This design comes from an exercise in tuning for small area on the open sky130 flow, not from production work.
Function was checked by simulation only, so behaviour that the tests miss may differ from the original.
No driver is modelled on the clock port, so clock power and skew are understated where the tree is cut down; a real chip needs a root buffer or a tree.
Power figures rest on the tool's default switching activity, not on a simulated workload.

run 1:
==> flow/design.v (excerpt) <==
module signalProcess(clk, rst, SCK, MOSI, MISO, SSEL);
input clk;
input rst;
input SCK, SSEL, MOSI;
output MISO;
reg [2:0] sck_r;
reg [1:0] ssel_r;
reg [1:0] mosi_r;
always @(posedge clk) begin
  sck_r  <= {sck_r[1:0], SCK};
  ssel_r <= {ssel_r[0], SSEL};
  mosi_r <= {mosi_r[0], MOSI};
end
wire act  = ~ssel_r[1];
wire mosi = mosi_r[1];
wire rise = act & sck_r[1] & ~sck_r[2];
reg [2:0] bitcnt;
always @(posedge clk)
  if (rst | ~act)
    bitcnt <= 3'd0;
  else if (rise)
    bitcnt <= bitcnt + 3'd1;
wire last = rise & (&bitcnt);    
reg rd;           
reg wpend;        
reg rfull;        
reg ld;           
reg [5:0] ptr;    
reg [5:0] d;      
reg [7:0] sr;     
reg [7:0] bf;
reg [511:0] ring;   
wire hit   = (d == 6'd0);    
wire fetch = hit & (wpend | (rd & (~rfull | ld)));
wire ins   = hit & wpend;
wire [5:0] ptr_n = ptr + {5'd0, fetch};
wire recv  = last & ~rd;
wire recv_last = recv & (&ptr_n);    
always @(posedge clk) begin
  ring <= {ring[503:0], ins ? bf : ring[511:504]};
  ...
==> flow/config.mk <==
export PLATFORM = sky130hd
export DESIGN_NAME = signalProcess
export DESIGN_NICKNAME = signalProcess
export VERILOG_FILES = /design/flow/design.v
export SDC_FILE = /design/flow/constraint.sdc
export NUM_CORES = 4
export LEC_CHECK = 0
export CAP_MARGIN = 20
export CORE_MARGIN = 2
export CORE_UTILIZATION = 60
export SLEW_MARGIN = 20
==> flow/constraint.sdc <==
create_clock -name core_clock -period 10.0 [get_ports {clk}]
set_input_delay 2.0000 -clock core_clock [delete_from_list [all_inputs] [get_ports {clk}]]
set_output_delay 2.0000 -clock core_clock [all_outputs]
set_load 0.01 [all_outputs]
standard.sh (not shown) runs the stock make flow with config.mk's settings and CLKGATE_MAP_FILE= SYNTH_SCRIPT=/design/flow/synth_recipe.tcl, a recipe that flattens the netlist after the stock synthesis.
==> flow/flow/run.sh <==
#!/bin/bash
set -euo pipefail
export CTS_ARGS="-sink_clustering_enable -repair_clock_nets -dont_use_dummy_load -buf_list sky130_fd_sc_hd__clkbuf_16 -sink_clustering_size 25 -sink_clustering_max_diameter 80"
bash standard.sh > flow.log 2>&1
Inputs modified between run 1 and run 2:
Settings: changing CORE_UTILIZATION from 60 to 80.
==> flow/flow/run.sh <==
#!/bin/bash
set -euo pipefail
export CTS_ARGS="-sink_clustering_enable -repair_clock_nets -dont_use_dummy_load -buf_list sky130_fd_sc_hd__clkbuf_8 -sink_clustering_size 20 -sink_clustering_max_diameter 80"
export BUFFER_PORTS_ARGS="-buffer_cell sky130_fd_sc_hd__buf_1"
bash standard.sh > flow.log 2>&1
==> notes.md <==
Run 2 terminated abnormally: detailed placement (3_5_place_dp) reported DPL-0033.
From run 2 to run 1, area after synthesis did not move at all.
Diff run 1..run 2 | distinct cell type count of the synthesized netlist | negligible
Re boundary pin count: no difference whatsoever between run 1 and run 2.
--- input diff run 2..run 3 ---
Settings: a change of CORE_UTILIZATION from 80 to 40.
==> flow/run.sh (new file) <==
#!/bin/bash
# synth_recipe.tcl (not shown) runs the flow's synth.tcl, then flattens the netlist and writes it again
# the make line also repeats each setting of config.mk as NAME=value (left out here)
make -C /OpenROAD-flow-scripts/flow DESIGN_CONFIG=/design/flow/config.mk WORK_HOME=/design/flow/orfs CLKGATE_MAP_FILE= SYNTH_SCRIPT=/design/flow/synth_recipe.tcl finish
removed: flow/flow/run.sh
removed: flow/standard.sh
==> comparison <==
Status: run 2 FAILED at detailed placement (3_5_place_dp) (tool error). Run 3 ended with every stage complete and zero timing, DRC or antenna violations. The starting density of the core in run 3 sits 42 points below the value recorded for run 2. On fraction of synthesis flops using an asynchronous set or reset pin, run 3 tracks run 2 almost exactly. Run 3 vs run 2, detailed placer's ending HPWL went down by 44%. Reported for run 2 and run 3, synthesized area turned out identical to the last digit. What run 3 reported for horizontal die dimension has to be multiplied by 0.71 to get the figure for run 2. Compared run 3 vs run 2, and routability-driven placement congestion ratio is down in run 3.

========
signalProcess, a different RTL version from the one above (not shown whole).
For scale: about 630 cells after synthesis, about 6 I/O pins, about 0.012 mm^2 of cells after synthesis.
Settings: LEC_CHECK=0, CAP_MARGIN=20, CORE_MARGIN=2, CORE_UTILIZATION=70, SLEW_MARGIN=20; clock period 10.0 ns.
==> flow/flow/run.sh <==
#!/bin/bash
# The standard layout with two changes:
#  - synthesis maps the logic with an area-oriented ABC script (flow/my_synth.tcl,
#    flow/area.abc); the flip-flops are mapped as in the standard synthesis;
#  - after placement, flow/tree.tcl builds a two-level inverter clock tree over
#    clusters of flip-flops (flow/cluster.py) in place of ORFS's CTS. Several cluster
#    counts are tried on the placed design; the smallest tree whose worst clock-pin
#    slew (placement estimate) is at most SLEW_PS is built.
# Each tool's output goes to its own log file here; ORFS's per-step logs stay in orfs/logs.
set -euo pipefail
export FLOW_WORK=$PWD
export FLOW_ABC_SCRIPT=$PWD/flow/area.abc
export BUFFER_PORTS_ARGS="-buffer_cell sky130_fd_sc_hd__buf_1"
SYN="SYNTH_SCRIPT=$PWD/flow/my_synth.tcl"
SLEW_PS=123.5
R=orfs/results/sky130hd/signalProcess/base
bash standard.sh "$SYN" place > flow_place.log 2>&1
ODB=$R/3_place.odb OUT=flops.txt openroad -no_init -exit flow/dump.tcl > dump.log 2>&1
mkdir -p trees
cands=()
for p in med box; do
  for k in 20 21 22 23 24 26; do
    cands+=("bisect $k sky130_fd_sc_hd__inv_8 sky130_fd_sc_hd__inv_12 2 $p")
  done
done
i=0
for c in "${cands[@]}"; do
  (
    python3 flow/cluster.py flops.txt $c > trees/plan$i.txt 2> trees/cluster$i.log
    ODB=$R/3_place.odb SDC=$R/3_place.sdc PLAN=trees/plan$i.txt \
      openroad -no_init -exit flow/tree.tcl > trees/tree$i.log 2>&1
  ) &
  i=$((i + 1))
  if (( i % 4 == 0 )); then wait; fi
done
wait
best=$(for j in $(seq 0 $((i - 1))); do
  awk -v j=$j -v lim=$SLEW_PS '/^TREE area/ { if ($5 <= lim) print $3, j }' trees/tree$j.log
done | sort -n | head -1 | cut -d' ' -f2)
best=${best:-5}   # none within SLEW_PS: the most leaves
echo "chosen plan $best: $(cat trees/cluster$best.log) $(grep '^TREE' trees/tree$best.log)" > tree_choice.log
ODB=$R/3_place.odb SDC=$R/3_place.sdc PLAN=trees/plan$best.txt OUTODB=$R/4_1_cts.odb OUTSDC=$R/4_cts.sdc \
  openroad -no_init -exit flow/tree.tcl > tree.log 2>&1
bash standard.sh "$SYN" finish > flow_finish.log 2>&1
==> flow/flow/area.abc <==
strash
dch -f
amap
==> flow/flow/cluster.py <==
"""Clock tree plan: flip-flops split into K clusters, a leaf inverter at each
cluster's median point, the leaves split into nroot groups each driven by a root
inverter on clk.

usage: cluster.py flops.txt METHOD K LEAF_MASTER ROOT_MASTER NROOT [PLACE] > plan.txt
METHOD is bisect (recursive bisection into near-equal clusters) or kmeans
(k-means with clusters capped at ceil(N/K) flip-flops). PLACE puts each leaf at
its cluster's median point (med, the default) or bounding-box centre (box).
"""
import math
import random
import sys

lines = [l.split() for l in open(sys.argv[1])]
method, K = sys.argv[2], int(sys.argv[3])
leafm, rootm, nroot = sys.argv[4], sys.argv[5], int(sys.argv[6])
place = sys.argv[7] if len(sys.argv) > 7 else "med"
pts = [(int(f[2]), int(f[3]), f[0]) for f in lines if f[0] != "DIE"]
N = len(pts)


def med(p):
    return (sorted(q[0] for q in p)[len(p) // 2], sorted(q[1] for q in p)[len(p) // 2])


def bisect(p, k):
    if k == 1:
        return [p]
    xs = [q[0] for q in p]
    ys = [q[1] for q in p]
    ax = 0 if max(xs) - min(xs) >= max(ys) - min(ys) else 1
    p = sorted(p, key=lambda q: (q[ax], q[1 - ax]))
    k1 = k // 2
    n1 = round(len(p) * k1 / k)
    return bisect(p[:n1], k1) + bisect(p[n1:], k - k1)


def kmeans(p, k):
    cap = math.ceil(len(p) / k)
    random.seed(1)
    cent = [p[random.randrange(len(p))][:2]]
    while len(cent) < k:
        d = [min((q[0] - c[0]) ** 2 + (q[1] - c[1]) ** 2 for c in cent) for q in p]
        r = random.random() * sum(d)
        a = 0
        for i, x in enumerate(d):
            a += x
            if a >= r:
                cent.append(p[i][:2])
                break
    for _ in range(60):
        pairs = sorted((abs(q[0] - c[0]) + abs(q[1] - c[1]), i, j)
                       for i, q in enumerate(p) for j, c in enumerate(cent))
        asg = [-1] * len(p)
        cnt = [0] * k
        for _, i, j in pairs:
            if asg[i] < 0 and cnt[j] < cap:
                asg[i] = j
                cnt[j] += 1
        cl = [[p[i] for i in range(len(p)) if asg[i] == j] for j in range(k)]
        new = [med(c) if c else cent[j] for j, c in enumerate(cl)]
        if new == cent:
            break
        cent = new
    return [c for c in cl if c]


cl = bisect(pts, K) if method == "bisect" else kmeans(pts, K)


def box(p):
    return ((min(q[0] for q in p) + max(q[0] for q in p)) // 2,
            (min(q[1] for q in p) + max(q[1] for q in p)) // 2)


cent = [box(c) if place == "box" else med(c) for c in cl]
groups = bisect([(c[0], c[1], j) for j, c in enumerate(cent)], nroot)
parent = {}
for r, g in enumerate(groups):
    x, y = med(g)
    print(f"ROOT root{r} {x} {y} {rootm}")
    for q in g:
        parent[q[2]] = r
for j, c in enumerate(cent):
    print(f"LEAF leaf{j} {c[0]} {c[1]} {leafm} root{parent[j]}")
for j, c in enumerate(cl):
    for q in c:
        print(f"SINK leaf{j} {q[2]}")
rad = max(max(abs(q[0] - cent[j][0]) + abs(q[1] - cent[j][1]) for q in c) for j, c in enumerate(cl))
print(f"# {method} {place} K={len(cl)} sizes {min(map(len, cl))}-{max(map(len, cl))} max radius {rad / 1000} um",
      file=sys.stderr)
Other scripts of this flow, unchanged in this note and not shown: flow/flow/dump.tcl, flow/flow/my_synth.tcl, flow/flow/tree.tcl
The first run finished clean.
Edit:
--- a/flow/flow/run.sh
+++ b/flow/flow/run.sh
@@ -3,3 +3,4 @@
 #  - synthesis maps the logic with an area-oriented ABC script (flow/my_synth.tcl,
-#    flow/area.abc); the flip-flops are mapped as in the standard synthesis;
+#    flow/area.abc: AIG resynthesis, then area mapping); the flip-flops are mapped as
+#    in the standard synthesis;
 #  - after placement, flow/tree.tcl builds a two-level inverter clock tree over
@@ -14,3 +15,3 @@
 SYN="SYNTH_SCRIPT=$PWD/flow/my_synth.tcl"
-SLEW_PS=123.5
+SLEW_PS=122
 R=orfs/results/sky130hd/signalProcess/base
==> flow/flow/area.abc (replaced) <==
strash
&get -n
&deepsyn -T 20 -S 2
&put
dch -f
amap
The changed run completed with no timing, DRC or antenna violations. Worst setup slack gains 1.2 ns. Worst hold slack hardly moves. Total power came out higher by 1.1%. Clock skew goes down by 0.0035 ns. Routed wire length went down by 5.8%. Critical path depth went up by 2.
Edit:
--- a/flow/flow/run.sh
+++ b/flow/flow/run.sh
@@ -3,4 +3,3 @@
 #  - synthesis maps the logic with an area-oriented ABC script (flow/my_synth.tcl,
-#    flow/area.abc: AIG resynthesis, then area mapping); the flip-flops are mapped as
-#    in the standard synthesis;
+#    flow/area.abc); the flip-flops are mapped as in the standard synthesis;
 #  - after placement, flow/tree.tcl builds a two-level inverter clock tree over
@@ -15,3 +14,3 @@
 SYN="SYNTH_SCRIPT=$PWD/flow/my_synth.tcl"
-SLEW_PS=122
+SLEW_PS=120
 R=orfs/results/sky130hd/signalProcess/base
@@ -21,5 +20,5 @@
 cands=()
-for p in med box; do
+for m in bisect kmeans; do
   for k in 20 21 22 23 24 26; do
-    cands+=("bisect $k sky130_fd_sc_hd__inv_8 sky130_fd_sc_hd__inv_12 2 $p")
+    cands+=("$m $k sky130_fd_sc_hd__inv_8 sky130_fd_sc_hd__inv_12 2")
   done
@@ -40,3 +39,2 @@
 done | sort -n | head -1 | cut -d' ' -f2)
-best=${best:-5}   # none within SLEW_PS: the most leaves
 echo "chosen plan $best: $(cat trees/cluster$best.log) $(grep '^TREE' trees/tree$best.log)" > tree_choice.log
==> flow/flow/area.abc (replaced) <==
strash
dch -f
amap
--- a/flow/flow/cluster.py
+++ b/flow/flow/cluster.py
@@ -4,6 +4,5 @@
 
-usage: cluster.py flops.txt METHOD K LEAF_MASTER ROOT_MASTER NROOT [PLACE] > plan.txt
+usage: cluster.py flops.txt METHOD K LEAF_MASTER ROOT_MASTER NROOT > plan.txt
 METHOD is bisect (recursive bisection into near-equal clusters) or kmeans
-(k-means with clusters capped at ceil(N/K) flip-flops). PLACE puts each leaf at
-its cluster's median point (med, the default) or bounding-box centre (box).
+(k-means with clusters capped at ceil(N/K) flip-flops).
 """
@@ -16,3 +15,2 @@
 leafm, rootm, nroot = sys.argv[4], sys.argv[5], int(sys.argv[6])
-place = sys.argv[7] if len(sys.argv) > 7 else "med"
 pts = [(int(f[2]), int(f[3]), f[0]) for f in lines if f[0] != "DIE"]
@@ -68,10 +66,3 @@
 cl = bisect(pts, K) if method == "bisect" else kmeans(pts, K)
-
-
-def box(p):
-    return ((min(q[0] for q in p) + max(q[0] for q in p)) // 2,
-            (min(q[1] for q in p) + max(q[1] for q in p)) // 2)
-
-
-cent = [box(c) if place == "box" else med(c) for c in cl]
+cent = [med(c) for c in cl]
 groups = bisect([(c[0], c[1], j) for j, c in enumerate(cent)], nroot)
@@ -89,3 +80,3 @@
 rad = max(max(abs(q[0] - cent[j][0]) + abs(q[1] - cent[j][1]) for q in c) for j, c in enumerate(cl))
-print(f"# {method} {place} K={len(cl)} sizes {min(map(len, cl))}-{max(map(len, cl))} max radius {rad / 1000} um",
+print(f"# {method} K={len(cl)} sizes {min(map(len, cl))}-{max(map(len, cl))} max radius {rad / 1000} um",
       file=sys.stderr)
Utilization hardly moves.
Total power fell by 0.72%.
Final area barely changes.
Wire length grows by 5.0%.
Worst setup slack got worse by 1.2 ns.
Clock power goes up by about 1%.
Die area stays flat.
No run of this note takes its clock network from TritonCTS; it comes from the design's own scripts or RTL.

[afterwards: timing with drivers on the ports]
The results above use ideal ports. As a check the final layouts listed here were re-extracted and re-timed, cells and wires unchanged.
Step 1 (the two cells are an assumption about what drives the block):
set clk [get_ports {clk}]
set_driving_cell -lib_cell sky130_fd_sc_hd__clkbuf_16 $clk
set_driving_cell -lib_cell sky130_fd_sc_hd__buf_2 [delete_from_list [all_inputs] $clk]
Step 2 moves the port delays by t, midway between the first and last clock arrival at a register: inputs arrive t later, outputs are due t later. That takes back most of the time a late clock gives input paths.
Slacks: ideal / step 1 / step 2; pairs: ideal / step 1.
run	t (ns)	setup slack, ns	worst hold slack (ns)	clock arrival spread, ns	slew at the worst register clock pin (ns)
run 1	0.561	6.600 / 6.557 / 6.664	0.271 / 0.271 / 0.271	0.048 / 0.048	0.09 / 0.09
run 3	0.566	6.617 / 6.576 / 6.736	0.319 / 0.319 / 0.319	0.015 / 0.015	0.07 / 0.07
the first run of note 2	0.312	5.419 / 5.419 / 5.419	0.328 / 0.328 / 0.328	0.022 / 0.023	0.12 / 0.12
the second run of note 2	0.323	6.667 / 6.667 / 6.667	0.329 / 0.329 / 0.329	0.017 / 0.016	0.12 / 0.12
the third run of note 2	0.320	5.468 / 5.468 / 5.468	0.328 / 0.328 / 0.328	0.022 / 0.022	0.11 / 0.11
After both steps every run listed still meets setup and hold.
